Context: an optimization exercise on an open-source flow, tuned for small area, a short achievable clock period and few clock cycles. The choices shown serve that exercise and are no tape-out recipe.
RTL that was checked went through simulation tests only; none was proved equivalent to the original.
Power figures rest on the tool's default switching activity, not on a simulated workload.

== job 101 ==
==> flow/design.v <==
module alu(
    output [15:0] data_out,
    output        valid_out,
    output        cmd_out,
    input  [15:0] data_in,
    input         valid_in,
    input         cmd_in,
    output        amm_read,
    output [7:0]  amm_address,
    input  [7:0]  amm_readdata,
    input         amm_waitrequest,
    input  [1:0]  amm_response,
    input clk,
    input rst_n
    );
	localparam QD = 62;               
	localparam ST_IDLE = 2'd0;
	localparam ST_PAY  = 2'd1;
	localparam ST_RES  = 2'd2;
	localparam [5:0] Q0 = 6'b000001;
	function [5:0] lfsr_fwd(input [5:0] s);
		lfsr_fwd = {s[4:0], s[5] ^ s[4]};
	endfunction
	function [5:0] lfsr_bwd(input [5:0] s);
		lfsr_bwd = {s[0] ^ s[5], s[5:1]};
	endfunction
	function [5:0] lfsr_at(input integer p);
		integer k;
		begin
			lfsr_at = Q0;
			for (k = 0; k < p; k = k + 1)
				lfsr_at = lfsr_fwd(lfsr_at);
		end
	endfunction
	reg [1:0]  st;
	reg [3:0]  opcode;
	reg [5:0]  cnt;                   
	reg        err;
	reg [11:0] acc;
	reg [7:0]  opd_r;                 
	reg [7:0]  rd_r;                  
	reg [3:0]  shamt;                 
	reg        pend_v0;               
	reg        first;                 
	reg        rd_q;                  
	reg [7:0]  addr_q;                
	reg [7:0]  addr_h;                
	reg [7:0]  stg;                   
	reg        stg_v;
	reg [8*QD-1:0] qv;                
	reg [5:0]  qidx;                  
	reg        qempty;
	reg        vo_q, co_q;
	reg [11:0] do_q;
	wire op_add   = (opcode == 4'd0);
	wire op_and   = (opcode == 4'd1);
	wire op_or    = (opcode == 4'd2);
	wire op_xor   = (opcode == 4'd3);
	wire op_shr   = (opcode == 4'd8);
	wire op_shl   = (opcode == 4'd9);
	wire op_shift = op_shr | op_shl;
	wire op_inv   = op_and | (opcode == 4'd4) | (opcode == 4'd7);
	wire [3:0] h_op = data_in[11:8];
	wire [5:0] h_n  = data_in[5:0];
	wire h_err = (cnt == 6'd0) ||
	             (opcode >= 4'd4 && opcode <= 4'd7 && cnt != 6'd1) ||
	             (opcode >= 4'd8 && opcode <= 4'd9 && cnt != 6'd2) ||
	             (opcode > 4'd9);
	wire bad_hdr = first & h_err;
	reg [11:0] h_init;
	always @(*) begin
		case (h_op)
		4'd5, 4'd7: h_init = 12'd1;       
		4'd6:       h_init = 12'd255;     
		default:    h_init = 12'd0;
		endcase
	end
	wire idle = (st == ST_IDLE);
	wire pay  = (st == ST_PAY);
	wire res  = (st == ST_RES);
	wire hdr  = idle & valid_in & cmd_in;
	wire beat = pay & valid_in & ~bad_hdr;
	wire ind  = (data_in[9:8] == 2'b01);
	wire beat_ind = beat & ind;
	wire beat_dir = beat & ~ind;
	wire rd_free = ~rd_q | ~amm_waitrequest;
	wire rd_done = rd_q & ~amm_waitrequest;
	wire memerr  = rd_done & (amm_response != 2'b00);
	wire push     = stg_v & ~(rd_free & qempty);
	wire pop      = rd_free & ~qempty;
	reg [8*64-1:0] qperm;
	integer p;
	always @(*) begin
		qperm = {8*64{1'b0}};
		for (p = 0; p < QD; p = p + 1)
			qperm[lfsr_at(p)*8 +: 8] = qv[p*8 +: 8];
	end
	wire [7:0] q_head = qperm[qidx*8 +: 8];
	wire       qidx_0   = (qidx == Q0);
	wire [5:0] qidx_f   = (qempty | stg_v | qidx_0) ? qidx : lfsr_bwd(qidx);
	wire       qempty_f = qempty | (~stg_v & qidx_0);
	wire [5:0] qidx_b   = (stg_v & ~qempty) ? lfsr_fwd(qidx) : qidx;
	wire       qempty_b = qempty & ~stg_v;
	wire dir_sh = op_shift & (cnt == 6'd1);
	wire rd_sh  = op_shift & ~pend_v0;
	wire q_idle  = pay & qempty & ~stg_v & ~bad_hdr;
	wire fin_a   = q_idle & (cnt == 6'd0);
	wire fin_b   = q_idle & (cnt == 6'd1);
	wire fin_go  = (pay & (memerr | bad_hdr)) |
	               (rd_free & (fin_a | (fin_b & valid_in & ~ind)));
	wire hdr_go  = fin_go;
	wire [11:0] f_sum = acc + {4'd0, opd_r} + {4'd0, rd_r};
	wire [7:0]  f_or  = acc[7:0] | opd_r | rd_r;
	wire [7:0]  f_xor = acc[7:0] ^ opd_r ^ rd_r;
	wire        or_fold = op_and | op_or | op_shift;
	wire [11:0] fold  = or_fold ? {4'd0, f_or} :
	                    op_xor  ? {4'd0, f_xor} : f_sum;
	function [7:0] rev8(input [7:0] x);
		integer i;
		for (i = 0; i < 8; i = i + 1)
			rev8[i] = x[7-i];
	endfunction
	wire [7:0] sh_in  = op_shl ? rev8(f_or) : f_or;
	wire [7:0] sh_r   = shamt[3] ? 8'd0 : (sh_in >> shamt[2:0]);
	wire [7:0] sh_out = op_shl ? rev8(sh_r) : sh_r;
	wire [11:0] R  = op_add ? f_sum :
	                 op_shift ? {4'd0, sh_out} :
	                 op_and ? {4'd0, ~f_or} :
	                 op_or  ? {4'd0, f_or} :
	                 op_xor ? {4'd0, f_xor} : {4'd0, f_sum[7:0]};
	wire [7:0] addr_n   = ~qempty ? q_head : stg_v ? stg : data_in[7:0];
	wire       rd_start = ~qempty | stg_v | beat_ind;
	always @(posedge clk) begin
		opd_r <= (beat_dir & ~dir_sh) ? (op_inv ? ~data_in[7:0] : data_in[7:0]) : 8'd0;
		rd_r  <= (rd_done & ~rd_sh) ? (op_inv ? ~amm_readdata : amm_readdata) : 8'd0;
		stg   <= data_in[7:0];
		do_q  <= res ? (err ? 12'hBAD : R) :
		         {7'd0, memerr | bad_hdr, opcode};
		addr_q <= rd_free ? addr_n : addr_h;
		if (rd_free & rd_start)
			addr_h <= addr_n;
		if (beat_dir & dir_sh)
			shamt <= {|data_in[7:3], data_in[2:0]};
		else if (rd_done & rd_sh)
			shamt <= {|amm_readdata[7:3], amm_readdata[2:0]};
		if (stg_v)
			qv <= {qv[8*QD-9:0], stg};
		if (!rst_n) begin
			st      <= ST_IDLE;
			opcode  <= 4'd0;
			cnt     <= 6'd0;
			err     <= 1'b0;
			acc     <= 12'd0;
			pend_v0 <= 1'b0;
			first   <= 1'b0;
			rd_q    <= 1'b0;
			stg_v   <= 1'b0;
			qidx    <= Q0;
			qempty  <= 1'b1;
			vo_q    <= 1'b0;
			co_q    <= 1'b0;
		end
		else begin
			vo_q <= hdr_go | res;
			co_q <= hdr_go;
			acc  <= hdr ? h_init : fold;
			first <= hdr;
			if (hdr) begin
				opcode <= h_op;
				cnt    <= h_n;
			end
			else if (beat)
				cnt <= cnt - 6'd1;
			if (fin_go)
				err <= memerr | bad_hdr;
			if (hdr)
				pend_v0 <= 1'b0;
			else if (beat_ind & (cnt == 6'd2))
				pend_v0 <= 1'b1;
			else if (rd_done)
				pend_v0 <= 1'b0;
			case (st)
			ST_IDLE: if (hdr) st <= ST_PAY;
			ST_PAY:  if (fin_go) st <= ST_RES;
			default: st <= ST_IDLE;
			endcase
			if (memerr) begin
				rd_q   <= 1'b0;
				stg_v  <= 1'b0;
				qidx   <= Q0;
				qempty <= 1'b1;
			end
			else begin
				rd_q   <= rd_free ? rd_start : 1'b1;
				stg_v  <= beat_ind & ~(rd_free & qempty & ~stg_v);
				qidx   <= rd_free ? qidx_f : qidx_b;
				qempty <= rd_free ? qempty_f : qempty_b;
			end
		end
	end
	assign data_out    = {4'd0, do_q};
	assign valid_out   = vo_q;
	assign cmd_out     = co_q;
	assign amm_read    = rd_q;
	assign amm_address = addr_q;
endmodule
clock: 11.0 ns
lec_check: 0
cap_margin: 20
core_margin: 2
core_utilization: 70
cts_cluster_diameter: 100
cts_cluster_size: 25
slew_margin: 20
standard.sh (not shown) runs the stock make flow with config.mk's settings and CLKGATE_MAP_FILE= SYNTH_SCRIPT=/design/flow/synth_recipe.tcl, a recipe that flattens the netlist after the stock synthesis.
==> flow/flow/run.sh <==
#!/bin/bash
set -euo pipefail
bash standard.sh finish SETUP_SLACK_MARGIN=7.7 > standard_flow.log 2>&1
Job 101: all stages complete, timing, DRC and antenna checks passed
Testbench counts of job 101, summed over its fixed seeds: cycles 7,084.
Input changes introduced in job 102 (baseline for comparison: job 101):
==> flow/flow/run.sh <==
#!/bin/bash
set -euo pipefail
bash standard.sh finish SETUP_SLACK_MARGIN=8 > standard_flow.log 2>&1
Findings:
Job 101 and job 102 ended up with roughly the same worst hold slack.
For job 102 and job 101, there was not a single run that failed to finish clean.
Final weighted congestion in routability-driven placement of job 102 falls short of that of job 101 by a few percent.
Compared with job 101, post-route standard cell area excluding fillers in job 102 increased slightly.
Non-clock buffer count: job 102 vs job 101 up 16%
Going from job 101 to job 102, final wirelength now sits higher, cell count saw an increase, number of resized instances in the post-cts repair step picked up an extra about 23%.
The inputs of job 103 differ from those of job 102 as listed below.
==> flow/flow/run.sh <==
#!/bin/bash
set -euo pipefail
bash standard.sh finish \
  SETUP_SLACK_MARGIN=7.7 \
  "BUFFER_PORTS_ARGS=-buffer_cell sky130_fd_sc_hd__buf_2" \
  "CTS_ARGS=-sink_clustering_enable -repair_clock_nets -sink_clustering_size 25 -sink_clustering_max_diameter 100 -dont_use_dummy_load" \
  > standard_flow.log 2>&1
diff --git a/flow/config.mk b/flow/config.mk
--- a/flow/config.mk
+++ b/flow/config.mk
@@ -10 +10 @@
-export CORE_UTILIZATION = 70
+export CORE_UTILIZATION = 75
--- outcome ---
Of job 102 and job 103, job 103 shows the lower layout overhead on the synthesized area, with job 102 above it. Setup slack: job 103 vs job 102 — no meaningful difference. Destination of the critical timing path: amm_address[3] -> job 102, amm_read -> job 103. Worst hold slack: job 102 vs job 103, no meaningful difference.

alu, a different RTL version from the one above (not shown whole).
For scale: roughly 1300 cells after synthesis, about 570 flip-flops, about 0.024 mm2 of cells after synthesis.
Settings: LEC_CHECK=0, ABC_CLOCK_PERIOD_IN_PS=3000, CAP_MARGIN=20, CORE_MARGIN=2, CORE_UTILIZATION=40, SETUP_SLACK_MARGIN=5, SLEW_MARGIN=20; clock period 11.0 ns.
run.sh (not shown) runs the stock make flow with config.mk's settings and CLKGATE_MAP_FILE= SYNTH_SCRIPT=/design/flow/synth_recipe.tcl, a recipe that flattens the netlist after the stock synthesis.
Stock flow here: none of the scripts above is used.
The starting point finished clean.
Then changed:
- ABC_CLOCK_PERIOD_IN_PS: 3000 -> not set
Clock-buffer cell count stays the same.
Cell area does not change.
Worst hold slack stays the same.
Flip-flop and latch count stays the same.
Core utilization does not change.
Global-route usage is unchanged.
Routed wire length is unchanged.
Clock power is about the same.
Cell count does not change.
Worst setup slack stays the same.
Maximum frequency is unchanged.
No functional check of the RTL was part of any run of this note.

==> re-timing with driven ports <==
Ports are ideal in the flow. The routed layouts listed here were re-timed in OpenROAD. Step 1, drivers: a clkbuf_16 drives clk and a buf_2 each remaining input, both assumed. Step 2 moves the port delays by t, midway between the first and last clock arrival at a register: inputs arrive t later, outputs are due t later. That takes back most of the time a late clock gives input paths. a / b / c = ideal / step 1 / step 2; a / b = the first two.
run	shift t [ns]	slack for setup (ns)	pins driven straight from the clock port
job 101	0.636	7.718 / 7.669 / 7.115	1
job 102	0.635	7.711 / 7.654 / 7.386	1
job 103	0.618	7.710 / 7.655 / 7.171	1
the first run of note 2	0.655	6.294 / 6.312 / 5.657	1
the second run of note 2	0.655	6.294 / 6.312 / 5.657	1
After both steps setup and hold are still met in every run listed.
